Source: an optimization exercise on an open RTL-to-GDS flow (aim: small area and a short achievable clock period). Production flows keep margins and buffers that such runs may drop. The RTL was checked by simulation tests, not by an equivalence proof against the original design. The flow treats the clock pin as an ideal source. Dropping or thinning the clock tree relies on that and would not hold on a real chip. No activity file was given, so power comes from the tool's default toggle rates.

[flow/flow/run.sh]
#!/bin/bash
# Layout flow: the standard ORFS flow with two changes.
#  - Synthesis is the standard flow's own synthesis script with only the ABC script
#    swapped for an area-oriented one (flow/abc_area.script); every other
#    step, including flip-flop mapping and register naming, is unchanged.
#  - Port buffers use the smallest buffer (buf_1).
# Each tool's full output goes to a log file in this folder and under
# orfs/logs as ORFS writes them.
set -euo pipefail
W=$(pwd)

cat > "$W/own_synth.tcl" <<EOF
proc abc {args} {
  set i [lsearch -exact \$args -script]
  if {\$i >= 0} { lset args [expr {\$i + 1}] $W/flow/abc_area.script }
  yosys abc {*}\$args
}
source $W/synth_recipe.tcl
EOF

sed "s#SYNTH_SCRIPT=[^ ]*#SYNTH_SCRIPT=$W/own_synth.tcl#" standard.sh > own_standard.sh
grep -q "SYNTH_SCRIPT=$W/own_synth.tcl" own_standard.sh

export BUFFER_PORTS_ARGS="-buffer_cell sky130_fd_sc_hd__buf_1"
# optimisation target only: ask timing repair for this much setup slack at
# the design's period, so it speeds up the input and output paths
if [[ -f flow/setup_margin ]]; then export SETUP_SLACK_MARGIN=$(cat flow/setup_margin); fi
bash own_standard.sh finish > "$W/flow_make.log" 2>&1
[flow/flow/abc_area.script]
strash
&get -n
&fraig -x
&put
dc2
dch -f
amap
topo
[flow/standard.sh]
#!/bin/bash
# synth_recipe.tcl (not shown) runs the flow's synth.tcl, then flattens the netlist and writes it again
# the make line also repeats each setting of config.mk as NAME=value (left out here)
make -C /OpenROAD-flow-scripts/flow DESIGN_CONFIG=/design/flow/config.mk WORK_HOME=/design/flow/orfs CLKGATE_MAP_FILE= SYNTH_SCRIPT=/design/flow/synth_recipe.tcl "${@:-finish}"
[flow/config.mk]
export PLATFORM = sky130hd
export DESIGN_NAME = principal
export DESIGN_NICKNAME = principal
export VERILOG_FILES = /design/flow/design.v
export SDC_FILE = /design/flow/constraint.sdc
export NUM_CORES = 4
export LEC_CHECK = 0
export CAP_MARGIN = 20
export CORE_AREA = 4 4 76 76
export CTS_BUF_LIST = sky130_fd_sc_hd__clkbuf_4
export CTS_CLUSTER_DIAMETER = 100
export CTS_CLUSTER_SIZE = 30
export DIE_AREA = 0 0 80 80
export SLEW_MARGIN = 20
export SYNTH_HIERARCHICAL = 0
[flow/constraint.sdc]
create_clock -name core_clock -period 100.0 [get_ports {clk}]
set_input_delay 20.0000 -clock core_clock [delete_from_list [all_inputs] [get_ports {clk}]]
set_output_delay 20.0000 -clock core_clock [all_outputs]
set_load 0.01 [all_outputs]
[flow/design.v]
module divisor_frecuencia(
    input clk,
    input rst,
    input [6:0] teclas,
    output reg clk_out
    );
localparam [14:0] BASE = 15'd1796;
localparam [14:0] INV = 15'd0;
reg [14:0] cuenta_q;
wire [14:0] cuenta = cuenta_q ^ INV;
wire [6:0] lt;
wire c0 = ~cuenta[5];
wire c1 = ~cuenta[6];
wire c2 = c1 | c0;
wire c3 = ~cuenta[10];
wire c4 = c3 | c2;
wire c5 = ~cuenta[13];
wire c6 = c5 | c4;
wire c7 = ~cuenta[14];
wire c8 = c7 | c6;
wire c9 = ~cuenta[1];
wire c10 = ~cuenta[2];
wire c11 = c10 & c9;
wire c12 = ~cuenta[3];
wire c13 = c12 & c11;
wire c14 = ~cuenta[4];
wire c15 = c14 | c13;
wire c16 = c0 | c15;
wire c17 = c1 & c16;
wire c18 = ~cuenta[7];
wire c19 = c18 & c17;
wire c20 = ~cuenta[8];
wire c21 = c20 & c19;
wire c22 = ~cuenta[9];
wire c23 = c22 | c21;
wire c24 = c3 & c23;
wire c25 = ~cuenta[11];
wire c26 = c25 | c24;
wire c27 = ~cuenta[12];
wire c28 = c27 | c26;
wire c29 = c5 & c28;
wire c30 = c7 | c29;
wire c31 = c12 | c10;
wire c32 = c14 | c31;
wire c33 = c0 & c32;
wire c34 = c1 & c33;
wire c35 = c18 & c34;
wire c36 = c20 | c35;
wire c37 = c22 & c36;
wire c38 = c3 & c37;
wire c39 = c25 & c38;
wire c40 = c27 | c39;
wire c41 = c5 & c40;
wire c42 = c7 | c41;
wire c43 = c14 | c12;
wire c44 = c0 | c43;
wire c45 = c1 | c44;
wire c46 = c18 | c45;
wire c47 = c20 & c46;
wire c48 = c22 & c47;
wire c49 = c3 | c48;
wire c50 = c25 | c49;
wire c51 = c27 & c50;
wire c52 = c5 & c51;
wire c53 = c7 | c52;
wire c54 = c10 | c9;
wire c55 = c12 & c54;
wire c56 = c14 | c55;
wire c57 = c0 & c56;
wire c58 = c1 | c57;
wire c59 = c18 & c58;
wire c60 = c20 | c59;
wire c61 = c22 & c60;
wire c62 = c3 | c61;
wire c63 = c25 & c62;
wire c64 = c27 & c63;
wire c65 = c5 & c64;
wire c66 = c7 | c65;
wire c67 = c20 & c18;
wire c68 = c22 | c67;
wire c69 = c3 | c68;
wire c70 = c25 | c69;
wire c71 = c27 | c70;
wire c72 = c5 | c71;
wire c73 = c7 & c72;
wire c74 = c0 | c56;
wire c75 = c1 | c74;
wire c76 = c18 & c75;
wire c77 = c20 & c76;
wire c78 = c22 & c77;
wire c79 = c3 & c78;
wire c80 = c25 | c79;
wire c81 = c27 | c80;
wire c82 = c5 | c81;
wire c83 = c7 & c82;
assign lt[0] = c8;
assign lt[1] = c30;
assign lt[2] = c42;
assign lt[3] = c53;
assign lt[4] = c66;
assign lt[5] = c73;
assign lt[6] = c83;
wire tecla = |teclas;
wire debajo = |(teclas & lt);
wire [14:0] lleva;
assign lleva[0] = 1'b1;
genvar i;
generate for (i = 1; i < 15; i = i + 1) begin : g_lleva
    assign lleva[i] = lleva[i-1] & cuenta[i-1];
end endgenerate
wire sigue = ~rst & (~tecla | debajo);
always @(posedge clk) begin
    cuenta_q <= INV ^ (({15{sigue}} & (cuenta ^ ({15{tecla}} & lleva))) | ({15{~sigue}} & BASE));
    clk_out <= ~rst & tecla & (clk_out ^ ~debajo);
end
endmodule
`timescale 1ns / 1ps
module principal (
	input clk,
	input reset,
	input [6:0] teclas,
	output clk_out
	);
divisor_frecuencia divisor(.clk(clk), .rst(reset), .teclas(teclas), .clk_out(clk_out));
endmodule
==> impl_metrics.yaml, run 1 <==
yosys:
  synth_top_cell_area_share_pct: 40.19
  syn_area_sq_um: 797.0
  synth_edf_count: 0
  yosys.cell_types.count: 23
  synth_async_sr_flop_share_pct: 0
  postSynthRegisterBits: 16
  gate_count_of_the_mapped_netlist: 109
  netlist_top_cells_count: "nor2_1, dfxtp_1, clkinv_1, nor3_1, o21ai_0"
  synth_fp_nets: 119
  post_synth_main_area_contributors: "dfxtp_1, nor2_1, nor3_1"
  synth.most_common_cell: "nor2_1"
  synthesis.yosys.warnings: 1
  avgSynthCellArea_sq_um: 7.312
  fraction_of_the_yosys_area_taken_by_sequential_cells_pct: 40.19
  cell_taking_the_most_area_after_synthesis: "dfxtp_1"
  synth_ff_type: "dfxtp_1"
pwr:
  p_comb_share_pct: 6.2
  p_seq_share_pct: 61.0
  clkPwrFrac_pct: 32.8
  static-leakage-power_nw: 0.2651
  p_switching_mw: 0.002606
  power_density_nw_per_um2: 11.49
  power.internal_mw: 0.008200
  vdd.ir_drop.worst_mv: 0.003125
  totalPowerFinal_mw: 0.01081
  switching_part_of_the_total_power_pct: 24.12
global_route:
  grt_use_total_pct: 6.623
  grt_pass1_wl_um: 3277
  via_count_of_the_first_global_routing_pass: 706
  grt_remaining_overflow: 0
  largest_net_degree_at_the_start_of_global_routing: 13
  antenna_found_initial: 0
drt:
  met1_wire_length_um: 970
  dr.max_layer_used: "met4"
  drc_errors: 0
  finalWirelength_um: 1906
  detail_route.vias_per_cell: 4.185
  detailroute.via_count: 791
  drtIter0Drc: 61
  route.met2.wl_um: 797
  firstDrtPassIters: 4
  met3_wl_um: 125
  route.detailed.wl_per_inst_um: 10.08
  antenna_violating_nets_post_route: 0
die:
  design.die.area_sq_um: 6400
  initial_core_utilization_pct: 16.33
  placeableCoreArea_sq_um: 4880
  boundaryPins: 10
  placement_rows: 25
  chipHeight_um: 80
  chipWidth_um: 80
cells_and_area:
  drive_gt1_share_pct: 2.459
  fill_cells: 569
  insertedDiodeCount: 0
  fin_nets: 133
  post-route-cell-area_sq_um: 940.9
  fin_util_pct: 19.28
  flow.area_growth_from_synthesis_pct: 18.05
critical_path:
  worst-r2r-cell-count: 11
  timing.critical_path.arrival_ns: 21.87
  end_kind: "register"
  cp-start-kind: "primary input"
  worst-setup-path-type: "primary input to register"
  required_ns: 100.18
  crit_path_max_fanout: 12
place:
  detailed_place.area_sq_um: 914.6
  half_perimeter_wire_length_of_the_detailed_placement_result_um: 1496
  numPortBuffers: 9
  gp_congestion: 0.8354
timing:
  max_freq_mhz: 46.10
  report.final.slew_viol_count: 0
  fin_worst_hold_slack_ns: 0.4772
  tightest_pin_transition_ns: 0.7351
  finalWorstPathRequiredPeriod_ns: 21.69
  report.final.setup_viol: 0
  rsz0062_at_grt: "false"
  final_hold_viol_count: 0
  layout_worst_path_cycle_share_pct: 21.69
  worst_slew_margin_rel_pct: 49.73
  tns_ns: 0
  finClkSkew_ns: 0.002893
clocking:
  cts-buffers-inserted: 3
  htree_levels: 1
  postCtsSetupRepairBufs: 0
  clk-insertion-delay-late_ns: 0.29
  cts_hold_repair.buffers: 0
  tritoncts: "yes"
  clock_tree.buffer_depth: 2
  clk_transition_reported_paths_ns: 0.10
  cts.repair.resized: 0
  cts_root_buf: "clkbuf_4"
  clock-sinks: 16
min_path:
  min_path_type: "register to register"
  hold-path-cell-count: 1
job:
  cap_viol_max_count: 0
outcome:
  status: "finished clean"
## area by class of cell
cell class                 count  area (sq um)  area share, %
sequential                    16         320.3          34.04
multi-input combinational     82         435.4          46.28
timing repair buffer           9         33.78          3.590
inverter                      11         41.29          4.388
clock inverter                 1         3.754         0.3989
tap                           67         83.83          8.910
clock buffer                   3         22.52          2.394
## path summary, 6_finish.rpt
path	from	end	slack, ns
setup / recovery	teclas[1]	divisor.cuenta_q[7]	78.31
hold / removal	divisor.clk_out	divisor.clk_out	0.48
setup reg to reg	divisor.cuenta_q[5]	divisor.cuenta_q[7]	97.02
hold reg to reg	divisor.clk_out	divisor.clk_out	0.48
## state kept, by name (all words and copies together), names as in the netlist
name / flops
divisor.cuenta_q: 15
divisor.clk_out: 1
## metal layers
layer,GRT usage [%],up-vias
li1,-,427
met1,8.734,352
met2,9.023,10
met3,3.047,2
met4,3.041,0
met5,0,-
## per-stage QoR
stage,instances,worst slack (ns)
after floorplan,109,78.58
after global placement,185,78.02
after detailed placement,185,78.03
after CTS,189,78.33
after global routing,189,78.12
final,189,78.31
## logic make-up after synthesis
group / after synthesis / share of synthesized area [%]
buffers and inverters: 11 / 5.181
AO/OA/AOI/OAI: 26 / 21.04
AND/OR/NAND/NOR: 55 / 32.03
adder cells (fa/ha/maj): 1 / 1.570
flip-flops: 16 / 40.19
## layout by cell type, fill, tap and decap left out
master	instances
o21a_1	1
or2_0	1
a21oi_1	3
nand3_1	5
nand4_1	2
o41ai_1	1
and3_1	1
ha_1	1
nor2b_1	1
nor4_1	5
nor3b_1	1
dfxtp_1	16
o31ai_1	1
a31oi_1	2
a21boi_0	1
nor3_1	11
a211oi_1	6
clkbuf_4	3
nor2_1	22
o311a_1	1
a2111oi_0	1
o21ai_0	9
clkinv_1	12
nand2_1	6
buf_1	9
## worst max-delay path, stage by stage
cell       delay [ns]
buf_1            0.08
nor3_1           0.32
a31oi_1          0.13
a2111oi_0        0.69
a21oi_1          0.27
clkinv_1         0.29
nor3_1           0.10
## power by group through the flow
stage / logic, mW / clock network (mW) / registers, mW
after global routing: 0.000774 / 0.00400 / 0.00662
after global placement: 0.000665 / 0 / 0.00673
after CTS: 0.000671 / 0.00374 / 0.00659
after detailed placement: 0.000665 / 0 / 0.00674
after floorplan: 0.000413 / 0 / 0.00671
final: 0.000670 / 0.00355 / 0.00659
==> inputs of run 2 (changes only) <==
--- a/flow/flow/run.sh
+++ b/flow/flow/run.sh
@@ -27,2 +27,3 @@
 if [[ -f flow/setup_margin ]]; then export SETUP_SLACK_MARGIN=$(cat flow/setup_margin); fi
+if [[ -f flow/setup_moves ]]; then export SETUP_MOVE_SEQUENCE=$(cat flow/setup_moves); export SKIP_GATE_CLONING=1; fi
 bash own_standard.sh finish > "$W/flow_make.log" 2>&1
==> flow/flow/setup_margin (new file) <==
78.35
==> flow/flow/setup_moves (new file) <==
sizeup,swap
==> impl_metrics.yaml, run 2 <==
critical_path:
  timing.rr.start: "divisor.cuenta_q[5]"
  startpoint: "teclas[0]"
  required_ns: 100.22
  crit_path_max_fanout: 4
  max_stage_delay_ns: 0.26
  cpMaxStageDelayCell: "nor3_2"
  crit_family: "simple AND/OR/NAND/NOR gates"
  worst-setup-path-type: "primary input to register"
  cp-start-kind: "primary input"
  end_kind: "register"
  cp_cell_sequence: "buf_1 > nor4_1 > nand2_1 > nand3_1 > nor3_2 > nand2_1 > nor3_1 > clkinv_1 > nor2_1 > nor2_1 > nor3_1"
  timing.critical_path.arrival_ns: 21.64
  bufs_and_invs_on_worst_path: 2
die:
  chipWidth_um: 80
  chipHeight_um: 80
  placement_rows: 25
  design.die.area_sq_um: 6400
  placeableCoreArea_sq_um: 4880
  initial_core_utilization_pct: 16.33
  boundaryPins: 10
clocking:
  clock_tree.buffer_depth: 2
  clk-insertion-delay-late_ns: 0.29
  cts_hold_repair.buffers: 0
  tritoncts: "yes"
  cts_root_buf: "clkbuf_4"
  postCtsSetupRepairBufs: 0
  cts-buffers-inserted: 3
  htree_levels: 1
  clk_transition_reported_paths_ns: 0.09
  clock-sinks: 16
drt:
  firstDrtPassIters: 4
  drc_errors: 0
  finalWirelength_um: 1973
  detail_route.vias_per_cell: 4.249
  detailroute.via_count: 803
  drtIter0Drc: 71
  antenna_violating_nets_post_route: 0
  route.detailed.wl_per_inst_um: 10.44
global_route:
  largest_net_degree_at_the_start_of_global_routing: 13
  grt_pass1_wl_um: 3277
  via_count_of_the_first_global_routing_pass: 706
  grt_use_total_pct: 6.623
  grt_remaining_overflow: 0
  antenna_found_initial: 0
yosys:
  synthSimpleGateAreaFrac_pct: 32.03
  syn_area_sq_um: 797.0
  gate_count_of_the_mapped_netlist: 109
  fraction_of_the_yosys_area_taken_by_sequential_cells_pct: 40.19
  synthesis.yosys.warnings: 1
  post_synth_main_area_contributors: "dfxtp_1, nor2_1, nor3_1"
  synth_edf_count: 0
  synth_ff_type: "dfxtp_1"
  synth.most_common_cell: "nor2_1"
  synth-compound-area-share_pct: 21.04
  synth_xor_xnor_area_share_pct: 0
  postSynthRegisterBits: 16
  synth_fp_nets: 119
  yosys.cell_types.count: 23
  combinational_family_with_the_most_area_after_synthesis: "simple AND/OR/NAND/NOR gates"
  netlist_top_cells_count: "nor2_1, dfxtp_1, clkinv_1, nor3_1, o21ai_0"
  synth_async_sr_flop_share_pct: 0
  synth_top_cell_area_share_pct: 40.19
  adder_cell_fraction_of_synth_area_pct: 1.570
  cell_taking_the_most_area_after_synthesis: "dfxtp_1"
  avgSynthCellArea_sq_um: 7.312
  yosys-mux-area-fraction_pct: 0
timing:
  report.final.slew_viol_count: 0
  final_hold_viol_count: 0
  layout_setup_ws_ns: 78.58
  worst_slew_margin_rel_pct: 73.73
  report.final.setup_viol: 0
  tns_ns: 0
  rsz0062_at_grt: "false"
  finClkSkew_ns: 0.004330
  max_freq_mhz: 46.69
  tightest_pin_transition_ns: 0.3933
  layout_worst_path_cycle_share_pct: 21.42
  finalWorstPathRequiredPeriod_ns: 21.42
min_path:
  worst_hold_startpoint: "divisor.clk_out"
  min_path_type: "register to register"
place:
  numPortBuffers: 9
  place_ws_ns: 78.03
  half_perimeter_wire_length_of_the_detailed_placement_result_um: 1496
  gp_congestion: 0.8354
  detailed_place.area_sq_um: 914.6
cells_and_area:
  fill_cells: 569
  insertedDiodeCount: 0
  drive_gt1_share_pct: 6.557
  largest_reg_flops: 15
  flow.area_growth_from_synthesis_pct: 21.04
  mostFrequentLayoutCell: "nor2_1"
  post-route-cell-area_sq_um: 964.7
  fin_util_pct: 19.77
  most-common-layout-cells: "nor2_1, dfxtp_1, clkinv_1"
  fin_nets: 133
  register_with_the_most_flip_flops: "divisor.cuenta_q"
  top_regs: "divisor.cuenta_q: 15 flops, divisor.clk_out: 1 flops"
pwr:
  clkPwrFrac_pct: 33.2
  power.internal_mw: 0.008207
  p_switching_mw: 0.002707
  static-leakage-power_nw: 0.2687
  p_comb_share_pct: 6.4
  vdd.ir_drop.worst_mv: 0.003148
  totalPowerFinal_mw: 0.01091
  switching_part_of_the_total_power_pct: 24.80
  p_seq_share_pct: 60.4
  power_density_nw_per_um2: 11.31
outcome:
  status: "finished clean"
job:
  cap_viol_max_count: 0
==> run 2: changes by cell type in the layout (fill, tap and decap cells not counted), sizes merged <==
cell / change
clkinv: -1
inv: +1
==> run 2: worst paths after layout <==
check,endpoint,slack [ns],cells past startpoint
max reg2reg,divisor.cuenta_q[7],97.39,11
min,divisor.clk_out,0.48,1
max,divisor.cuenta_q[13],78.58,11
min reg2reg,divisor.clk_out,0.48,1
==> run 2: per-stage QoR <==
stage	std cells	hold WS [ns]
after floorplan	109	0.4601
after global placement	185	0.4551
after detailed placement	185	0.4748
after CTS	189	0.4908
after global routing	189	0.5156
final	189	0.4771
==> run 2: kinds of logic after synthesis <==
group	count (synthesis)
adder cells (fa/ha/maj)	1
flip-flops	16
AO/OA/AOI/OAI	26
AND/OR/NAND/NOR	55
buffers and inverters	11
==> run 2: metal layers <==
| layer | part of all wire (%) | track usage (%) | vias to the layer above |
|---|---|---|---|
| li1 | - | - | 426 |
| met1 | 50 | 8.734 | 361 |
| met4 | 1.6 | 3.041 | 0 |
| met3 | 6.4 | 3.047 | 4 |
| met2 | 42 | 9.023 | 12 |
| met5 | 0 | 0 | - |
==> run 2: cell type report <==
class / instances / area [sq um] / area share [%]
flip-flops and latches: 16 / 320.3 / 33.20
clock inverters: 1 / 3.754 / 0.3891
inverters: 11 / 41.29 / 4.280
well taps: 67 / 83.83 / 8.690
repair buffers: 9 / 33.78 / 3.502
clock buffers: 3 / 22.52 / 2.335
multi-input cells: 82 / 459.2 / 47.60
==> run 2: power by group through the flow <==
stage,Combinational (mW),Clock [mW],Sequential [mW]
finish,0.000701,0.00362,0.00659
global placement,0.000665,0,0.00673
detailed placement,0.000665,0,0.00674
floorplan,0.000413,0,0.00671
CTS,0.000675,0.00374,0.00659
global route,0.000807,0.00400,0.00662
==> run 2: repair_timing <==
| action | CTS | global route |
|---|---|---|
| endpoints found under the hold margin | 0 | 0 |
| gates resized for setup | 1 | 5 |
| setup endpoints to repair | 8 | 12 |
==> inputs of run 3 (changes only) <==
==> flow/flow/setup_margin (replaced) <==
78.6
==> impl_metrics.yaml, run 3 <==
drt:
  route.detailed.wl_per_inst_um: 10.80
  antenna_violating_nets_post_route: 0
  firstDrtPassIters: 4
  drtIter0Drc: 65
  detailroute.via_count: 807
  drc_errors: 0
  finalWirelength_um: 2042
  detail_route.vias_per_cell: 4.270
global_route:
  grt_pass1_wl_um: 3332
  largest_net_degree_at_the_start_of_global_routing: 13
  grt_use_total_pct: 6.952
  via_count_of_the_first_global_routing_pass: 756
  antenna_found_initial: 0
  grt_remaining_overflow: 0
timing:
  max_freq_mhz: 47.07
  report.final.setup_viol: 0
  finalWorstPathRequiredPeriod_ns: 21.25
  worst_slew_margin_rel_pct: 80.02
  rsz0062_at_grt: "false"
  finClkSkew_ns: 0.001123
  layout_setup_ws_ns: 78.75
  final_hold_viol_count: 0
  report.final.slew_viol_count: 0
  tightest_pin_transition_ns: 0.2970
  tns_ns: 0
  layout_worst_path_cycle_share_pct: 21.25
die:
  placeableCoreArea_sq_um: 4880
  placement_rows: 25
  chipHeight_um: 80
  chipWidth_um: 80
  boundaryPins: 10
  design.die.area_sq_um: 6400
  initial_core_utilization_pct: 16.33
cells_and_area:
  fin_nets: 133
  insertedDiodeCount: 0
  post-route-cell-area_sq_um: 1044
  drive_gt1_share_pct: 13.11
  mostFrequentLayoutCell: "nor2_1"
  largest_reg_flops: 15
  top_regs: "divisor.cuenta_q: 15 flops, divisor.clk_out: 1 flops"
  flow.area_growth_from_synthesis_pct: 30.93
  fin_util_pct: 21.38
  most-common-layout-cells: "nor2_1, dfxtp_1, clkinv_1"
  register_with_the_most_flip_flops: "divisor.cuenta_q"
place:
  gp_congestion: 0.8451
  place_ws_ns: 78.20
  detailed_place.area_sq_um: 922.1
  half_perimeter_wire_length_of_the_detailed_placement_result_um: 1535
  numPortBuffers: 9
yosys:
  synth_edf_count: 0
  netlist_top_cells_count: "nor2_1, dfxtp_1, clkinv_1, nor3_1, o21ai_0"
  gate_count_of_the_mapped_netlist: 109
  postSynthRegisterBits: 16
  synth.most_common_cell: "nor2_1"
  avgSynthCellArea_sq_um: 7.312
  cell_taking_the_most_area_after_synthesis: "dfxtp_1"
  syn_area_sq_um: 797.0
  yosys.cell_types.count: 23
  synth_top_cell_area_share_pct: 40.19
  post_synth_main_area_contributors: "dfxtp_1, nor2_1, nor3_1"
  synth_async_sr_flop_share_pct: 0
  synth_fp_nets: 119
  fraction_of_the_yosys_area_taken_by_sequential_cells_pct: 40.19
  synthesis.yosys.warnings: 1
  synth_ff_type: "dfxtp_1"
critical_path:
  cp-start-kind: "primary input"
  max_stage_delay_ns: 0.28
  crit_family: "simple AND/OR/NAND/NOR gates"
  end_kind: "register"
  required_ns: 100.23
  critical-path-top-cell-by-count: "nor3_4"
  cpMaxStageDelayCell: "nor3_4"
  timing.rr.start: "divisor.cuenta_q[5]"
  worst-r2r-cell-count: 11
  worst-setup-path-type: "primary input to register"
  worst_reg2reg_endpoint: "divisor.cuenta_q[5]"
  bufs_and_invs_on_worst_path: 2
  crit_path_max_fanout: 4
  timing.critical_path.arrival_ns: 21.48
  flop2flop_setup_slack_ns: 97.37
  cp_cell_sequence: "buf_1 > nor3_2 > nand2_1 > nand3_4 > nor3_4 > nand2_4 > nor3_4 > clkinv_1 > nor2_2 > nor2_1 > nor3_1"
min_path:
  hold-path-endpoint: "divisor.clk_out"
  min_path_type: "register to register"
  hold-path-cell-count: 1
  worst_hold_startpoint: "divisor.clk_out"
clocking:
  tritoncts: "yes"
  postCtsSetupRepairBufs: 0
  clk_transition_reported_paths_ns: 0.09
  clock-sinks: 16
  clk-insertion-delay-late_ns: 0.30
  cts_root_buf: "clkbuf_4"
  htree_levels: 1
  clock_tree.buffer_depth: 2
  cts-buffers-inserted: 3
job:
  cap_viol_max_count: 0
outcome:
  status: "finished clean"
pwr:
  vdd.ir_drop.worst_mv: 0.002813
  power_density_nw_per_um2: 10.63
  static-leakage-power_nw: 0.2759
run 3: routing by layer:
metal	routed length [um]	part of all wire [%]	vias up	track usage [%]
met3	142	7.0	5	2.709
met1	903	44	355	7.995
met4	68	3.3	0	5.405
met2	928	45	21	10.18
li1	-	-	426	-
met5	0	0	-	0
run 3: repair_timing:
item                                    in CTS  in global routing
resized for setup                            4                 15
pin swaps                                    0                  3
endpoints found under the setup margin      12                 12
hold buffers                                 0                  0
run 3: how the worst max path moves through the flow:
| stage | to | slack, ns | startpoint | depth (start not counted) |
|---|---|---|---|---|
| after global placement | divisor.cuenta_q[11] | 78.13 | teclas[1] | 7 |
| after floorplan | divisor.cuenta_q[13] | 78.61 | teclas[1] | 10 |
| after global routing | divisor.cuenta_q[13] | 78.61 | teclas[5] | 11 |
| after detailed placement | divisor.cuenta_q[5] | 78.20 | teclas[1] | 7 |
| after CTS | divisor.cuenta_q[2] | 78.56 | teclas[3] | 8 |
| final | divisor.cuenta_q[13] | 78.75 | teclas[2] | 11 |
run 3: cell type report:
type / instances / area, sq um
clock buffer: 3 / 22.52
tap: 67 / 83.83
timing repair buffer: 9 / 35.03
inverter: 11 / 41.29
clock inverter: 1 / 3.754
fill: 549 / 3836
sequential: 16 / 320.3
multi-input combinational: 82 / 536.8
run 3: cells by family after synthesis:
logic type | synth area share, %
DFF | 40.19
AOI/OAI and AO/OA | 21.04
buffers and inverters | 5.181
and+or+nand+nor | 32.03
adders and majority gates | 1.570
run 3: power breakdown:
group	switching, mW	leakage, nW	internal, mW
Clock	0.00222	0.0154	0.00146
Combinational	0.000490	0.131	0.000304
Sequential	0.000134	0.130	0.00648
run 3: per-stage QoR:
step | hold slack, ns | total power [mW] | std cells
6_report | 0.4824 | 0.01109 | 189
4_1_cts | 0.4937 | 0.01106 | 189
2_1_floorplan | 0.4601 | 0.007126 | 109
3_5_place_dp | 0.4723 | 0.007410 | 185
5_1_grt | 0.5414 | 0.01160 | 189
3_3_place_gp | 0.4546 | 0.007406 | 185
==> inputs of run 4 (changes only) <==
==> flow/flow/abc_area.script (replaced) <==
strash
&get -n
&deepsyn -J 100 -S 6 -T 100
&put
dch -f
&get -n
&dch -f
&nf -R 1000
&put
topo
--- a/flow/config.mk
+++ b/flow/config.mk
@@ -8,3 +8,3 @@
 export CAP_MARGIN = 20
-export CORE_AREA = 4 4 76 76
+export CORE_AREA = 4 4 60 60
 export CTS_BUF_LIST = sky130_fd_sc_hd__clkbuf_4
@@ -12,3 +12,3 @@
 export CTS_CLUSTER_SIZE = 30
-export DIE_AREA = 0 0 80 80
+export DIE_AREA = 0 0 64 64
 export SLEW_MARGIN = 20
removed: flow/flow/setup_margin
removed: flow/flow/setup_moves
==> impl_metrics.yaml, run 4 <==
die:
  placeableCoreArea_sq_um: 3028
  placement_rows: 20
  boundaryPins: 10
  chipHeight_um: 64
  chipWidth_um: 64
  design.die.area_sq_um: 4096
  initial_core_utilization_pct: 25.66
critical_path:
  timing.rr.start: "divisor.cuenta_q[6]"
  required_ns: 100.21
  flop2flop_setup_slack_ns: 97.28
  max_stage_delay_ns: 0.49
  crit_family: "compound AO/OA/AOI/OAI gates"
  startpoint: "teclas[2]"
  end_kind: "register"
  cp_cell_sequence: "buf_1 > nor3_1 > nand2_1 > a21oi_1 > nor4b_1 > nor2_1 > a221oi_1 > a21o_1 > o21bai_1"
  worst-r2r-cell-count: 10
  endpoint: "divisor.cuenta_q[9]"
  cpMaxStageDelayCell: "a21o_1"
  cp.depth: 9
  worst_reg2reg_endpoint: "divisor.cuenta_q[9]"
  crit_path_max_fanout: 15
  worst-setup-path-type: "primary input to register"
  timing.critical_path.arrival_ns: 21.83
  bufs_and_invs_on_worst_path: 1
  cp-start-kind: "primary input"
drt:
  drtIter0Drc: 47
  antenna_violating_nets_post_route: 0
  finalWirelength_um: 1618
  firstDrtPassIters: 4
  drc_errors: 0
  route.detailed.wl_per_inst_um: 10.58
  detail_route.vias_per_cell: 4.758
  detailroute.via_count: 728
yosys:
  synthesis.yosys.warnings: 1
  synth_edf_count: 0
  synth_fp_nets: 106
  post_synth_main_area_contributors: "dfxtp_1, nor2_1, nand2_1"
  synth_ff_type: "dfxtp_1"
  cell_taking_the_most_area_after_synthesis: "dfxtp_1"
  synth_top_cell_area_share_pct: 41.22
  netlist_top_cells_count: "dfxtp_1, nor2_1, nand2_1"
  gate_count_of_the_mapped_netlist: 96
  syn_area_sq_um: 777.0
  avgSynthCellArea_sq_um: 8.094
  fraction_of_the_yosys_area_taken_by_sequential_cells_pct: 41.22
  synth_async_sr_flop_share_pct: 0
  postSynthRegisterBits: 16
  yosys.cell_types.count: 32
global_route:
  antenna_found_initial: 0
  grt_remaining_overflow: 0
  grt_pass1_wl_um: 2967
  grt_use_total_pct: 9.054
  via_count_of_the_first_global_routing_pass: 684
  largest_net_degree_at_the_start_of_global_routing: 16
clocking:
  clock-sinks: 16
  cts.repair.resized: 0
  clk_transition_reported_paths_ns: 0.09
  tritoncts: "yes"
  cts_root_buf: "clkbuf_4"
  clk-insertion-delay-late_ns: 0.28
  postCtsSetupRepairBufs: 0
  clock_tree.buffer_depth: 2
  htree_levels: 1
  cts_hold_repair.buffers: 0
  cts-buffers-inserted: 3
min_path:
  min_path_type: "register to register"
  worst_hold_startpoint: "divisor.clk_out"
cells_and_area:
  largest_reg_flops: 15
  layoutNonFillerInstCount: 153
  drive_gt1_share_pct: 2.752
  fin_nets: 120
  insertedDiodeCount: 0
  register_with_the_most_flip_flops: "divisor.cuenta_q"
  most-common-layout-cells: "nor2_1, dfxtp_1, nand2_1, buf_1"
  fin_util_pct: 29.46
  post-route-cell-area_sq_um: 892.1
  flow.area_growth_from_synthesis_pct: 14.81
  top_regs: "divisor.cuenta_q: 15 flops, divisor.clk_out: 1 flops"
timing:
  max_freq_mhz: 46.27
  report.final.slew_viol_count: 0
  rsz0062_at_grt: "false"
  finalWorstPathRequiredPeriod_ns: 21.61
  finClkSkew_ns: 0.004353
  final_hold_viol_count: 0
  report.final.setup_viol: 0
  fin_worst_hold_slack_ns: 0.4543
  tightest_pin_transition_ns: 0.4804
  layout_setup_ws_ns: 78.39
  worst_slew_margin_rel_pct: 67.98
  tns_ns: 0
  layout_worst_path_cycle_share_pct: 21.61
pwr:
  vdd.ir_drop.worst_mv: 0.002495
  totalPowerFinal_mw: 0.01080
  static-leakage-power_nw: 0.3111
  power_density_nw_per_um2: 12.11
place:
  numPortBuffers: 9
  half_perimeter_wire_length_of_the_detailed_placement_result_um: 1224
  detailed_place.area_sq_um: 865.8
  place_ws_ns: 78.10
  post-place-cells: 149
  gp_congestion: 0.7805
outcome:
  status: "finished clean"
job:
  cap_viol_max_count: 0
[run 4: changes by cell type after synthesis, moves of 3 or more]
cell / previous run / this run
o21bai_1: 0 / 3
a211oi_1: 6 / 2
o21ai_0: 9 / 3
clkinv_1: 11 / 3
nor3_1: 11 / 5
xnor2_1: 0 / 3
nor2_1: 22 / 16
nor4_1: 5 / 1
nand2_1: 6 / 9
[run 4: metal layers]
| metal | part of all wire (%) | up-vias | GRT usage [%] |
|---|---|---|---|
| li1 | - | 381 | - |
| met1 | 49 | 333 | 10.97 |
| met2 | 44 | 12 | 14.71 |
| met3 | 5.3 | 2 | 2.109 |
| met4 | 1.1 | 0 | 4.852 |
| met5 | 0 | - | 0 |
[run 4: cell type report]
type	instances	area (sq um)
tap	44	55.05
multi-input combinational	77	445.4
sequential	16	320.3
clock inverter	1	3.754
inverter	3	11.26
timing repair buffer	9	33.78
clock buffer	3	22.52
fill	323	2136
[run 4: cells by family after synthesis]
logic type | Yosys count | synth area share (%)
AO/OA/AOI/OAI | 24 | 20.61
AND/OR/NAND/NOR | 48 | 30.60
buffers and inverters | 3 | 1.449
flip-flops | 16 | 41.22
XOR/XNOR | 4 | 4.510
adder cells (fa/ha/maj) | 1 | 1.610
[run 4: power by group]
group | switching, mW | internal (mW) | total (mW)
clock network | 0.00200 | 0.00145 | 0.00344
registers | 0.000166 | 0.00650 | 0.00667
logic | 0.000363 | 0.000328 | 0.000692
total | 0.00253 | 0.00828 | 0.0108
[run 4: worst min path at each step]
stage	end	slack, ns	cells after the start
2_1_floorplan	divisor.cuenta_q[14]	0.44	2
3_3_place_gp	divisor.clk_out	0.44	1
3_5_place_dp	divisor.clk_out	0.44	1
4_1_cts	divisor.clk_out	0.46	1
5_1_grt	divisor.clk_out	0.48	1
6_report	divisor.clk_out	0.45	1
==> inputs of run 5 (changes only) <==
--- a/flow/config.mk
+++ b/flow/config.mk
@@ -8,3 +8,3 @@
 export CAP_MARGIN = 20
-export CORE_AREA = 4 4 60 60
+export CORE_AREA = 4 4 76 76
 export CTS_BUF_LIST = sky130_fd_sc_hd__clkbuf_4
@@ -12,3 +12,3 @@
 export CTS_CLUSTER_SIZE = 30
-export DIE_AREA = 0 0 64 64
+export DIE_AREA = 0 0 80 80
 export SLEW_MARGIN = 20
==> impl_metrics.yaml, run 5 <==
outcome:
  status: "finished clean"
yosys:
  gate_count_of_the_mapped_netlist: 96
  avgSynthCellArea_sq_um: 8.094
  synth_edf_count: 0
  yosys.cell_types.count: 32
  post_synth_main_area_contributors: "dfxtp_1, nor2_1, nand2_1"
  synthesis.yosys.warnings: 1
  synth_top_cell_area_share_pct: 41.22
  postSynthRegisterBits: 16
  fraction_of_the_yosys_area_taken_by_sequential_cells_pct: 41.22
  synth_async_sr_flop_share_pct: 0
  netlist_top_cells_count: "dfxtp_1, nor2_1, nand2_1"
  synth_ff_type: "dfxtp_1"
  cell_taking_the_most_area_after_synthesis: "dfxtp_1"
  syn_area_sq_um: 777.0
  synth_fp_nets: 106
cells_and_area:
  insertedDiodeCount: 0
  fin_nets: 120
  top_regs: "divisor.cuenta_q: 15 flops, divisor.clk_out: 1 flops"
  drive_gt1_share_pct: 2.752
  fill_cells: 554
  layoutNonFillerInstCount: 176
  largest_reg_flops: 15
  most-common-layout-cells: "nor2_1, dfxtp_1, nand2_1, buf_1"
  sequential_cell_area_sq_um: 320.3
  register_with_the_most_flip_flops: "divisor.cuenta_q"
  post-route-cell-area_sq_um: 920.9
  multi_input_area_sq_um: 445.4
  flow.area_growth_from_synthesis_pct: 18.52
global_route:
  antenna_found_initial: 0
  grt_use_total_pct: 5.819
  grt_remaining_overflow: 0
  largest_net_degree_at_the_start_of_global_routing: 16
  via_count_of_the_first_global_routing_pass: 720
  grt_pass1_wl_um: 2980
timing:
  tns_ns: 0
  layout_worst_path_cycle_share_pct: 21.63
  finalWorstPathRequiredPeriod_ns: 21.63
  tightest_pin_transition_ns: 0.4501
  report.final.setup_viol: 0
  worst_slew_margin_rel_pct: 69.99
  max_freq_mhz: 46.24
  rsz0062_at_grt: "false"
  finClkSkew_ns: 0.001818
  final_hold_viol_count: 0
  report.final.slew_viol_count: 0
job:
  cap_viol_max_count: 0
pwr:
  p_seq_share_pct: 61.7
  vdd.ir_drop.worst_mv: 0.002828
  totalPowerFinal_mw: 0.01083
  power_density_nw_per_um2: 11.76
  static-leakage-power_nw: 0.3111
  power.internal_mw: 0.008279
  clkPwrFrac_pct: 32.0
  switching_part_of_the_total_power_pct: 23.53
  p_switching_mw: 0.002548
  p_comb_share_pct: 6.3
critical_path:
  bufs_and_invs_on_worst_path: 1
  cp_cell_sequence: "buf_1 > nor3_1 > nand2_1 > or3_1 > nand4_1 > nor3_1 > and3_1 > and3_1 > nand2_1 > xnor2_1 > nor2_1"
  timing.rr.start: "divisor.cuenta_q[6]"
  worst-setup-path-type: "primary input to register"
  required_ns: 100.16
  endpoint: "divisor.cuenta_q[13]"
  crit_family: "simple AND/OR/NAND/NOR gates"
  worst-r2r-cell-count: 10
  cp-start-kind: "primary input"
  cpMaxStageDelayCell: "nor3_1"
  startpoint: "teclas[2]"
  crit_path_max_fanout: 6
  flop2flop_setup_slack_ns: 97.27
  cp.depth: 11
  end_kind: "register"
  max_stage_delay_ns: 0.35
  worst_reg2reg_endpoint: "divisor.cuenta_q[4]"
  timing.critical_path.arrival_ns: 21.79
die:
  chipHeight_um: 80
  chipWidth_um: 80
  placeableCoreArea_sq_um: 4880
  boundaryPins: 10
  initial_core_utilization_pct: 15.92
  design.die.area_sq_um: 6400
  placement_rows: 25
drt:
  detailroute.via_count: 746
  drc_errors: 0
  drtIter0Drc: 39
  detail_route.vias_per_cell: 4.239
  route.detailed.wl_per_inst_um: 9.670
  finalWirelength_um: 1702
  antenna_violating_nets_post_route: 0
  firstDrtPassIters: 4
clocking:
  clk_transition_reported_paths_ns: 0.09
  cts-buffers-inserted: 3
  htree_levels: 1
  cts_root_buf: "clkbuf_4"
  postCtsSetupRepairBufs: 0
  cts.repair.resized: 0
  clk-insertion-delay-late_ns: 0.28
  clock_tree.buffer_depth: 2
  clock-sinks: 16
  cts_hold_repair.buffers: 0
  tritoncts: "yes"
place:
  detailed_place.area_sq_um: 894.6
  half_perimeter_wire_length_of_the_detailed_placement_result_um: 1321
  numPortBuffers: 9
  gp_congestion: 0.7735
  post-place-cells: 172
min_path:
  min_path_type: "register to register"
-- run 5: cell counts after synthesis --
Identical to the previous run, type by type.
-- run 5: worst min-delay path by stage --
stage                               from                   end  slack, ns  cells past startpoint
finish                   divisor.clk_out       divisor.clk_out       0.47                      1
global route             divisor.clk_out       divisor.clk_out       0.50                      1
CTS                      divisor.clk_out       divisor.clk_out       0.48                      1
detailed placement       divisor.clk_out       divisor.clk_out       0.46                      1
global placement         divisor.clk_out       divisor.clk_out       0.45                      1
floorplan           divisor.cuenta_q[14]  divisor.cuenta_q[14]       0.44                      2
-- run 5: area by class of cell --
type | instances | share of cell area, %
Multi-Input combinational cell | 77 | 48.37
Sequential cell | 16 | 34.78
Tap cell | 67 | 9.103
Timing Repair Buffer | 9 | 3.668
Clock buffer | 3 | 2.446
Inverter | 3 | 1.223
Clock inverter | 1 | 0.4076
-- run 5: logic make-up (layout without fill, tap and decap cells) --
group | count (synthesis) | in the layout | share of synthesized area (%)
AO/OA/AOI/OAI | 24 | 24 | 20.61
XOR/XNOR | 4 | 4 | 4.510
adder cells (fa/ha/maj) | 1 | 1 | 1.610
buffers and inverters | 3 | 16 | 1.449
flip-flops | 16 | 16 | 41.22
AND/OR/NAND/NOR | 48 | 48 | 30.60
-- run 5: per-stage QoR --
stage,hold slack (ns),setup WS (ns),utilization (%)
3_5_place_dp,0.4619,78.11,18.33
3_3_place_gp,0.4509,78.12,18.33
2_1_floorplan,0.4375,78.43,-
4_1_cts,0.4763,78.41,18.87
6_report,0.4697,78.37,18.87
5_1_grt,0.5009,78.21,18.87
-- run 5: power groups by stage --
stage / Sequential, mW / Combinational (mW) / Clock [mW]
2_1_floorplan: 0.00678 / 0.000453 / 0
3_3_place_gp: 0.00681 / 0.000696 / 0
3_5_place_dp: 0.00682 / 0.000695 / 0
4_1_cts: 0.00667 / 0.000703 / 0.00364
5_1_grt: 0.00671 / 0.000800 / 0.00395
6_report: 0.00668 / 0.000687 / 0.00346
-- run 5: per-layer routing --
metal,wire [um],GRT usage (%),vias to the layer above
met2,716,8.609,15
met5,0,0,-
met3,109,3.047,2
met4,19,1.520,0
met1,857,7.350,347
li1,-,-,382
==> inputs of run 6 (changes only) <==
--- a/flow/flow/run.sh
+++ b/flow/flow/run.sh
@@ -28,2 +28,6 @@
 if [[ -f flow/setup_moves ]]; then export SETUP_MOVE_SEQUENCE=$(cat flow/setup_moves); export SKIP_GATE_CLONING=1; fi
+if [[ -f flow/clock_root_cell ]]; then
+  export CLOCK_ROOT_CELL=$(cat flow/clock_root_cell)
+  export POST_CTS_TCL=$W/flow/post_cts.tcl
+fi
 bash own_standard.sh finish > "$W/flow_make.log" 2>&1
==> flow/flow/clock_root_cell (new file) <==
sky130_fd_sc_hd__clkbuf_8
==> flow/flow/post_cts.tcl (new file) <==
# Runs at the end of ORFS's CTS step (POST_CTS_TCL).  CTS on sky130hd always
# builds a root buffer and two leaf buffers; for this design's 16 flip-flops
# one buffer is enough.  Every flip-flop clock pin moves to the root buffer's
# output net, the leaf buffers are removed and the root buffer is resized to
# a strength that keeps the clock-pin slew low.  All flip-flops keep the same
# clock path (one buffer), so no register's clock is skewed against another.
set block [ord::get_db_block]
set clk_net [$block findNet [get_name [get_nets -of_objects [get_ports clk]]]]
set roots {}
foreach it [$clk_net getITerms] {
  if {[$it isInputSignal]} { lappend roots [$it getInst] }
}
if {[llength $roots] == 1} {
  set root [lindex $roots 0]
  set root_out [[$root findITerm X] getNet]
  set removed 0
  foreach it [$root_out getITerms] {
    set inst [$it getInst]
    if {$inst == $root} continue
    if {![string match *clkbuf* [[$inst getMaster] getName]]} continue
    set leaf_net [[$inst findITerm X] getNet]
    foreach sink [$leaf_net getITerms] {
      if {[$sink getInst] == $inst} continue
      $sink disconnect
      $sink connect $root_out
    }
    odb::dbInst_destroy $inst
    odb::dbNet_destroy $leaf_net
    incr removed
  }
  $root swapMaster [[ord::get_db] findMaster $::env(CLOCK_ROOT_CELL)]
  puts "post_cts: removed $removed clock buffers, root [$root getName] is $::env(CLOCK_ROOT_CELL)"
  detailed_placement
  check_placement -verbose
  estimate_parasitics -placement
  report_clock_skew
} else {
  puts "post_cts: clock port drives [llength $roots] cells, tree left as is"
}
==> impl_metrics.yaml, run 6 <==
outcome:
  status: "stopped before the end"
  outcome.stop_stage: "clock tree synthesis"
  error_message: "[ERROR STA-0100] unsupported object type Port."
die:
  boundaryPins: 10
  placement_rows: 25
  chipHeight_um: 80
  initial_core_utilization_pct: 15.92
  chipWidth_um: 80
yosys:
  netlist_top_cells_count: "dfxtp_1, nor2_1, nand2_1"
  synth-compound-area-share_pct: 20.61
  postSynthRegisterBits: 16
  gate_count_of_the_mapped_netlist: 96
  combinational_family_with_the_most_area_after_synthesis: "simple AND/OR/NAND/NOR gates"
  synth_edf_count: 0
  synth_top_cell_area_share_pct: 41.22
  fraction_of_the_yosys_area_taken_by_sequential_cells_pct: 41.22
  adder_cell_fraction_of_synth_area_pct: 1.610
  synth_fp_nets: 106
  avgSynthCellArea_sq_um: 8.094
  yosys.cell_types.count: 32
  synthesis.yosys.warnings: 1
  syn_area_sq_um: 777.0
  post_synth_main_area_contributors: "dfxtp_1, nor2_1, nand2_1"
  yosys-mux-area-fraction_pct: 0
  synthSimpleGateAreaFrac_pct: 30.60
  cell_taking_the_most_area_after_synthesis: "dfxtp_1"
  synth_ff_type: "dfxtp_1"
  synth_async_sr_flop_share_pct: 0
  synth_xor_xnor_area_share_pct: 4.509
place:
  half_perimeter_wire_length_of_the_detailed_placement_result_um: 1321
  gp_congestion: 0.7735
  place_ws_ns: 78.11
  numPortBuffers: 9
  detailed_place.area_sq_um: 894.6
clocking:
  clock-sinks: 16
run 6: cell counts after synthesis:
No cell type changed its count.
run 6: worst max-delay path by stage:
stage	startpoint	to	cells after the start
3_5_place_dp	teclas[2]	divisor.cuenta_q[13]	11
3_3_place_gp	teclas[1]	divisor.cuenta_q[13]	11
2_1_floorplan	teclas[1]	divisor.cuenta_q[13]	10
run 6: power by group through the flow:
stage / Sequential (mW) / Clock, mW / Combinational, mW
after floorplan: 0.00678 / 0 / 0.000453
after global placement: 0.00681 / 0 / 0.000696
after detailed placement: 0.00682 / 0 / 0.000695
run 6: metrics by stage:
stage	hold slack, ns	power, mW	utilization (%)	std cells
3_3_place_gp	0.4509	0.007508	18.33	172
3_5_place_dp	0.4619	0.007512	18.33	172
2_1_floorplan	0.4375	0.007231	-	96
run 6: cells by family after synthesis:
kind of cell	Yosys count
AOI/OAI and AO/OA	24
xor gates and xnor gates	4
adders and majority gates	1
buffers and inverters	3
DFF	16
and+or+nand+nor	48
==> inputs of run 7 (changes only) <==
--- a/flow/flow/post_cts.tcl
+++ b/flow/flow/post_cts.tcl
@@ -7,3 +7,3 @@
 set block [ord::get_db_block]
-set clk_net [$block findNet [get_name [get_nets -of_objects [get_ports clk]]]]
+set clk_net [[$block findBTerm clk] getNet]
 set roots {}
==> impl_metrics.yaml, run 7 <==
timing:
  finalWorstPathRequiredPeriod_ns: 21.73
  tightest_pin_transition_ns: 0.4528
  report.final.slew_viol_count: 0
  tns_ns: 0
  max_freq_mhz: 46.01
  worst_slew_margin_rel_pct: 69.82
  rsz0062_at_grt: "false"
  layout_worst_path_cycle_share_pct: 21.73
  finClkSkew_ns: 0.0007860
  report.final.setup_viol: 0
  final_hold_viol_count: 0
cells_and_area:
  drive_gt1_share_pct: 0.9346
  sequential_cell_area_sq_um: 320.3
  top_regs: "divisor.cuenta_q: 15 flops, divisor.clk_out: 1 flops"
  most-common-layout-cells: "nor2_1, dfxtp_1, nand2_1, buf_1"
  fin_nets: 118
  insertedDiodeCount: 0
  flow.area_growth_from_synthesis_pct: 17.39
  multi_input_area_sq_um: 445.4
  largest_reg_flops: 15
  fill_cells: 556
  register_with_the_most_flip_flops: "divisor.cuenta_q"
  layoutNonFillerInstCount: 174
yosys:
  avgSynthCellArea_sq_um: 8.094
  syn_area_sq_um: 777.0
  synth_ff_type: "dfxtp_1"
  gate_count_of_the_mapped_netlist: 96
  post_synth_main_area_contributors: "dfxtp_1, nor2_1, nand2_1"
  synth_top_cell_area_share_pct: 41.22
  synth_fp_nets: 106
  postSynthRegisterBits: 16
  cell_taking_the_most_area_after_synthesis: "dfxtp_1"
  fraction_of_the_yosys_area_taken_by_sequential_cells_pct: 41.22
  synth_edf_count: 0
  netlist_top_cells_count: "dfxtp_1, nor2_1, nand2_1"
  synthesis.yosys.warnings: 1
  synth_async_sr_flop_share_pct: 0
  yosys.cell_types.count: 32
global_route:
  grt_use_total_pct: 6.590
  antenna_found_initial: 0
  global_routing_met2_resource_utilization_pct: 9.768
  grt_pass1_wl_um: 2953
  grt_busiest_layer: "met2"
  gr-usage-met3_pct: 2.032
  largest_net_degree_at_the_start_of_global_routing: 18
  grt_remaining_overflow: 0
  via_count_of_the_first_global_routing_pass: 704
  global_route.usage.met1_pct: 9.440
drt:
  finalWirelength_um: 1675
  drtIter0Drc: 78
  antenna_violating_nets_post_route: 0
  detailroute.via_count: 743
  route.detailed.wl_per_inst_um: 9.626
  detail_route.vias_per_cell: 4.270
  firstDrtPassIters: 4
  drc_errors: 0
critical_path:
  cp_cell_sequence: "buf_1 > nor3_1 > nand2_1 > or3_1 > nand4_1 > nor3_1 > and3_1 > and3_1 > nand2_1 > xnor2_1 > nor2_1"
  timing.rr.start: "divisor.cuenta_q[6]"
  worst-r2r-cell-count: 10
  startpoint: "teclas[2]"
  required_ns: 100.04
  endpoint: "divisor.cuenta_q[13]"
  flop2flop_setup_slack_ns: 97.26
  cp-start-kind: "primary input"
  crit_path_max_fanout: 6
  end_kind: "register"
  timing.critical_path.arrival_ns: 21.78
  max_stage_delay_ns: 0.34
  worst_reg2reg_endpoint: "divisor.cuenta_q[4]"
  worst-setup-path-type: "primary input to register"
  cpMaxStageDelayCell: "nor3_1"
clocking:
  clk-insertion-delay-late_ns: 0.16
  clock-sinks: 16
  clk_transition_reported_paths_ns: 0.10
die:
  chipHeight_um: 80
  boundaryPins: 10
  initial_core_utilization_pct: 15.92
  chipWidth_um: 80
  design.die.area_sq_um: 6400
  placement_rows: 25
  placeableCoreArea_sq_um: 4880
min_path:
  hold-path-cell-count: 1
  min_path_type: "register to register"
pwr:
  static-leakage-power_nw: 0.3045
  vdd.ir_drop.worst_mv: 0.004255
  power_density_nw_per_um2: 11.08
place:
  numPortBuffers: 9
  post-place-cells: 172
  half_perimeter_wire_length_of_the_detailed_placement_result_um: 1321
  gp_congestion: 0.7735
job:
  cap_viol_max_count: 0
outcome:
  status: "finished clean"
run 7: cell counts after synthesis:
No cell type changed its count.
run 7: how the worst min path moves through the flow:
stage	start	endpoint	slack, ns
after floorplan	divisor.cuenta_q[14]	divisor.cuenta_q[14]	0.44
after global placement	divisor.clk_out	divisor.clk_out	0.45
after detailed placement	divisor.clk_out	divisor.clk_out	0.46
after global routing	divisor.clk_out	divisor.clk_out	0.50
final	divisor.clk_out	divisor.clk_out	0.47
run 7: through the flow:
stage | power (mW) | area (sq um) | utilization (%) | setup slack [ns] | hold WS (ns)
2_1_floorplan | 0.007231 | 777.0 | - | 78.43 | 0.4375
3_3_place_gp | 0.007508 | 894.6 | 18.33 | 78.12 | 0.4509
3_5_place_dp | 0.007512 | 894.6 | 18.33 | 78.11 | 0.4619
5_1_grt | 0.01069 | 912.1 | 18.69 | 78.08 | 0.5046
6_report | 0.01010 | 912.1 | 18.69 | 78.27 | 0.4712
run 7: kinds of logic after synthesis:
family | after synthesis | synth area share [%]
AND/OR/NAND/NOR | 48 | 30.60
AO/OA/AOI/OAI | 24 | 20.61
flip-flops | 16 | 41.22
adder cells (fa/ha/maj) | 1 | 1.610
XOR/XNOR | 4 | 4.510
buffers and inverters | 3 | 1.449
run 7: routing by layer:
layer  part of all wire (%)  up-vias
li1                       -      373
met1                     49      343
met2                     42       25
met3                    8.2        2
met4                    1.1        0
met5                      0        -
run 7: critical path, delay by kind of cell:
family / cells / cell delay, ns
simple gates: 9 / 1.50
xor+xnor: 1 / 0.14
buf+inv: 1 / 0.12
run 7: report_power, final:
group          switching, mW  internal, mW  total [mW]
Sequential          0.000171       0.00650     0.00667
Clock                0.00176      0.000983     0.00274
Combinational       0.000360      0.000329    0.000689
Total                0.00229       0.00781      0.0101
run 7: cell type report:
cell class	instances	area share, %
Multi-Input combinational cell	77	48.83
Sequential cell	16	35.12
Tap cell	67	9.191
Timing Repair Buffer	9	3.704
Clock buffer	1	1.509
Inverter	3	1.235
Clock inverter	1	0.4115
==> inputs of run 8 (changes only) <==
==> flow/design.v (replaced) <==
module divisor_frecuencia(
    input clk,
    input rst,
    input [6:0] teclas,
    output reg clk_out
    );
localparam [14:0] BASE = 15'd3780;
localparam [14:0] INV = 15'd0;
reg [14:0] cuenta_q;
wire [14:0] cuenta = cuenta_q ^ INV;
wire [6:0] lt;
wire c0 = ~cuenta[5];
wire c1 = ~cuenta[10];
wire c2 = c1 | c0;
wire c3 = ~cuenta[11];
wire c4 = c3 | c2;
wire c5 = ~cuenta[13];
wire c6 = c5 | c4;
wire c7 = ~cuenta[14];
wire c8 = c7 | c6;
wire c9 = ~cuenta[1];
wire c10 = ~cuenta[2];
wire c11 = c10 & c9;
wire c12 = ~cuenta[3];
wire c13 = c12 & c11;
wire c14 = ~cuenta[4];
wire c15 = c14 | c13;
wire c16 = c0 | c15;
wire c17 = ~cuenta[6];
wire c18 = c17 | c16;
wire c19 = ~cuenta[7];
wire c20 = c19 | c18;
wire c21 = ~cuenta[8];
wire c22 = c21 | c20;
wire c23 = ~cuenta[9];
wire c24 = c23 & c22;
wire c25 = c1 & c24;
wire c26 = c3 & c25;
wire c27 = c5 | c26;
wire c28 = c7 | c27;
wire c29 = c12 | c10;
wire c30 = c14 | c29;
wire c31 = c0 & c30;
wire c32 = c17 | c31;
wire c33 = c19 | c32;
wire c34 = c21 & c33;
wire c35 = c23 & c34;
wire c36 = c1 & c35;
wire c37 = c3 | c36;
wire c38 = ~cuenta[12];
wire c39 = c38 | c37;
wire c40 = c5 & c39;
wire c41 = c7 | c40;
wire c42 = c14 | c12;
wire c43 = c0 | c42;
wire c44 = c17 & c43;
wire c45 = c19 | c44;
wire c46 = c21 & c45;
wire c47 = c23 & c46;
wire c48 = c1 | c47;
wire c49 = c3 & c48;
wire c50 = c38 | c49;
wire c51 = c5 & c50;
wire c52 = c7 | c51;
wire c53 = c10 | c9;
wire c54 = c12 & c53;
wire c55 = c14 | c54;
wire c56 = c0 & c55;
wire c57 = c17 & c56;
wire c58 = c19 & c57;
wire c59 = c21 | c58;
wire c60 = c23 & c59;
wire c61 = c1 | c60;
wire c62 = c3 | c61;
wire c63 = c38 & c62;
wire c64 = c5 & c63;
wire c65 = c7 | c64;
wire c66 = c19 & c17;
wire c67 = c21 & c66;
wire c68 = c23 | c67;
wire c69 = c1 | c68;
wire c70 = c3 & c69;
wire c71 = c38 & c70;
wire c72 = c5 & c71;
wire c73 = c7 | c72;
wire c74 = c0 | c55;
wire c75 = c17 & c74;
wire c76 = c19 & c75;
wire c77 = c21 & c76;
wire c78 = c23 & c77;
wire c79 = c1 & c78;
wire c80 = c3 & c79;
wire c81 = c38 & c80;
wire c82 = c5 & c81;
wire c83 = c7 | c82;
assign lt[0] = c8;
assign lt[1] = c28;
assign lt[2] = c41;
assign lt[3] = c52;
assign lt[4] = c65;
assign lt[5] = c73;
assign lt[6] = c83;
wire tecla = |teclas;
wire debajo = |(teclas & lt);
wire [14:0] lleva;
assign lleva[0] = 1'b1;
genvar i;
generate for (i = 1; i < 15; i = i + 1) begin : g_lleva
    assign lleva[i] = lleva[i-1] & cuenta[i-1];
end endgenerate
wire sigue = ~rst & (~tecla | debajo);
always @(posedge clk) begin
    cuenta_q <= INV ^ (({15{sigue}} & (cuenta ^ ({15{tecla}} & lleva))) | ({15{~sigue}} & BASE));
    clk_out <= ~rst & tecla & (clk_out ^ ~debajo);
end
endmodule
`timescale 1ns / 1ps
module principal (
	input clk,
	input reset,
	input [6:0] teclas,
	output clk_out
	);
divisor_frecuencia divisor(.clk(clk), .rst(reset), .teclas(teclas), .clk_out(clk_out));
endmodule
==> flow/flow/abc_area.script (replaced) <==
strash
&get -n
&deepsyn -J 100 -S 3 -T 100
&put
dch -f
&get -n
&dch -f
&nf -R 1000
&put
topo
--- a/flow/config.mk
+++ b/flow/config.mk
@@ -13,2 +13,3 @@
 export DIE_AREA = 0 0 80 80
+export PLACE_DENSITY = 0.85
 export SLEW_MARGIN = 20
==> impl_metrics.yaml, run 8 <==
timing:
  report.final.slew_viol_count: 0
  tightest_pin_transition_ns: 0.5295
  worst_slew_margin_rel_pct: 64.70
  tns_ns: 0
  finClkSkew_ns: 0.002167
  finalWorstPathRequiredPeriod_ns: 21.84
  report.final.setup_viol: 0
  rsz0062_at_grt: "false"
  final_hold_viol_count: 0
  max_freq_mhz: 45.78
  layout_worst_path_cycle_share_pct: 21.84
drt:
  drtIter0Drc: 126
  antenna_violating_nets_post_route: 0
  drc_errors: 0
  detailroute.via_count: 781
  detail_route.vias_per_cell: 4.489
  route.detailed.wl_per_inst_um: 11.14
  firstDrtPassIters: 8
  finalWirelength_um: 1938
pwr:
  static-leakage-power_nw: 0.2761
  p_seq_share_pct: 65.3
  p_comb_share_pct: 7.2
  p_switching_mw: 0.002442
  vdd.ir_drop.worst_mv: 0.004263
  power.internal_mw: 0.007799
  clkPwrFrac_pct: 27.5
  switching_part_of_the_total_power_pct: 23.84
  power_density_nw_per_um2: 11.48
  totalPowerFinal_mw: 0.01024
global_route:
  grt_pass1_wl_um: 3243
  via_count_of_the_first_global_routing_pass: 750
  grt_remaining_overflow: 0
  largest_net_degree_at_the_start_of_global_routing: 18
  antenna_found_initial: 0
  grt_use_total_pct: 7.093
cells_and_area:
  mostFrequentLayoutCell: "dfxtp_1"
  largest_reg_flops: 15
  fill_cells: 557
  register_with_the_most_flip_flops: "divisor.cuenta_q"
  multi_input_area_sq_um: 425.4
  most-common-layout-cells: "dfxtp_1, nor2_1, nor3_1, nand2_1, buf_1"
  sequential_cell_area_sq_um: 320.3
  drive_gt1_share_pct: 0.9346
  top_regs: "divisor.cuenta_q: 15 flops, divisor.clk_out: 1 flops"
  fin_nets: 118
  insertedDiodeCount: 0
  flow.area_growth_from_synthesis_pct: 17.85
yosys:
  postSynthRegisterBits: 16
  synthesis.yosys.warnings: 1
  post_synth_main_area_contributors: "dfxtp_1, nor3_1, nor2_1"
  fraction_of_the_yosys_area_taken_by_sequential_cells_pct: 42.31
  synth.most_common_cell: "dfxtp_1"
  synth_fp_nets: 106
  gate_count_of_the_mapped_netlist: 96
  yosys.cell_types.count: 24
  synth_top_cell_area_share_pct: 42.31
  synth_edf_count: 0
  netlist_top_cells_count: "dfxtp_1, nor2_1, nand2_1, nor3_1, o21ai_0"
  avgSynthCellArea_sq_um: 7.885
  cell_taking_the_most_area_after_synthesis: "dfxtp_1"
  syn_area_sq_um: 757.0
  synth_ff_type: "dfxtp_1"
  synth_async_sr_flop_share_pct: 0
die:
  initial_core_utilization_pct: 15.51
  chipHeight_um: 80
  boundaryPins: 10
  placeableCoreArea_sq_um: 4880
  design.die.area_sq_um: 6400
  placement_rows: 25
  chipWidth_um: 80
place:
  numPortBuffers: 9
  gp_congestion: 0.8992
  half_perimeter_wire_length_of_the_detailed_placement_result_um: 1445
critical_path:
  cp-start-kind: "primary input"
  crit_path_max_fanout: 6
  startpoint: "teclas[5]"
  end_kind: "register"
  required_ns: 100.06
  worst-r2r-cell-count: 10
  timing.rr.start: "divisor.cuenta_q[7]"
  worst_reg2reg_endpoint: "divisor.cuenta_q[7]"
  endpoint: "divisor.cuenta_q[14]"
  worst-setup-path-type: "primary input to register"
  timing.critical_path.arrival_ns: 21.90
  flop2flop_setup_slack_ns: 97.64
clocking:
  clk_transition_reported_paths_ns: 0.11
  clk-insertion-delay-late_ns: 0.16
  clock-sinks: 16
job:
  cap_viol_max_count: 0
min_path:
  min_path_type: "register to register"
outcome:
  status: "finished clean"
-- run 8: cell types whose count changed after synthesis, sizes merged, moves of 2 or more --
| cell | before | now |
|---|---|---|
| a31oi | 4 | 2 |
| o21ai | 3 | 8 |
| and3 | 3 | 1 |
| nor3 | 5 | 10 |
| nor4 | 1 | 3 |
| xnor2 | 3 | 5 |
| nor2 | 16 | 13 |
| o211ai | 0 | 3 |
| o21bai | 3 | 0 |
| a21oi | 5 | 7 |
-- run 8: stage by stage --
stage	util [%]	setup WS [ns]	hold WS [ns]	std cells	instance area (sq um)
6_report	18.28	78.16	0.5276	174	892.1
2_1_floorplan	-	78.44	0.4364	96	757.0
5_1_grt	18.28	77.97	0.5258	174	892.1
3_3_place_gp	17.92	78.06	0.4687	172	874.6
3_5_place_dp	17.92	78.04	0.4819	172	874.6
-- run 8: worst min path at each step --
stage	from	to	slack, ns	cells past startpoint
6_report	divisor.cuenta_q[14]	divisor.cuenta_q[14]	0.53	2
5_1_grt	divisor.cuenta_q[14]	divisor.cuenta_q[14]	0.53	2
3_5_place_dp	divisor.cuenta_q[14]	divisor.cuenta_q[14]	0.48	2
3_3_place_gp	divisor.cuenta_q[14]	divisor.cuenta_q[14]	0.47	2
2_1_floorplan	divisor.cuenta_q[14]	divisor.cuenta_q[14]	0.44	2
-- run 8: per-layer routing --
metal	vias to the layer above	part of all wire, %	GRT usage [%]
li1	380	-	-
met1	344	43	8.604
met2	43	44	12.00
met3	14	8.7	2.144
met4	0	3.9	2.027
met5	-	0	0
-- run 8: layout make-up --
cell class                 instances  area share (%)
multi-input combinational         77           47.69
sequential                        16           35.90
tap                               67           9.397
timing repair buffer               9           3.787
clock buffer                       1           1.543
inverter                           3           1.262
clock inverter                     1          0.4208
-- run 8: cells by family (layout without fill, tap and decap cells) --
family          Yosys count  after routing  synth area share (%)
fa+ha+maj                 1              1                 1.653
xor+xnor                  5              5                 5.785
buf+inv                   3             14                 1.487
simple gates             45             45                 28.10
compound gates           26             26                 20.66
flops                    16             16                 42.31
-- run 8: critical path, stage by stage --
cell,delay [ns]
buf_1,0.08
nor4_1,0.42
nand2_1,0.21
and4_1,0.30
nand2_1,0.18
nor2_1,0.11
nand2_1,0.08
nor2_1,0.06
and2_0,0.22
a21oi_1,0.17
nor2_1,0.06
-- run 8: power groups by stage --
stage / sequential [mW] / clock, mW / combinational, mW
2_1_floorplan: 0.00677 / 0 / 0.000447
3_3_place_gp: 0.00681 / 0 / 0.000729
3_5_place_dp: 0.00683 / 0 / 0.000727
5_1_grt: 0.00672 / 0.00309 / 0.000860
6_report: 0.00669 / 0.00282 / 0.000733

[re-timing with driven ports]
The flow's constraints put no driver on any port. The routed layouts listed below were extracted and timed again, unchanged, in two steps. Step 1, drivers: a clkbuf_16 drives clk and a buf_2 each remaining input, both assumed. Step 2 also shifts input and output timing later by t, the mid clock arrival at the registers, as if the neighbouring blocks saw the same clock. a / b / c = ideal / step 1 / step 2; a / b = the first two.
run	shift t [ns]	slack for setup (ns)	worst setup path at the end
run 1	0.306	78.310 / 78.304 / 77.998	input to register
run 2	0.314	78.581 / 78.580 / 78.266	input to register
run 3	0.324	78.754 / 78.748 / 78.425	input to register
run 4	0.301	78.386 / 78.387 / 78.086	input to register
run 5	0.305	78.372 / 78.365 / 78.060	input to register
run 7	0.183	78.268 / 78.262 / 78.079	input to register
run 8	0.185	78.159 / 78.156 / 77.971	input to register
After both steps every run listed still meets setup and hold. The setup slack of run 3, which loses most, moves by -0.006 ns with the drivers and by -0.329 ns with both steps.
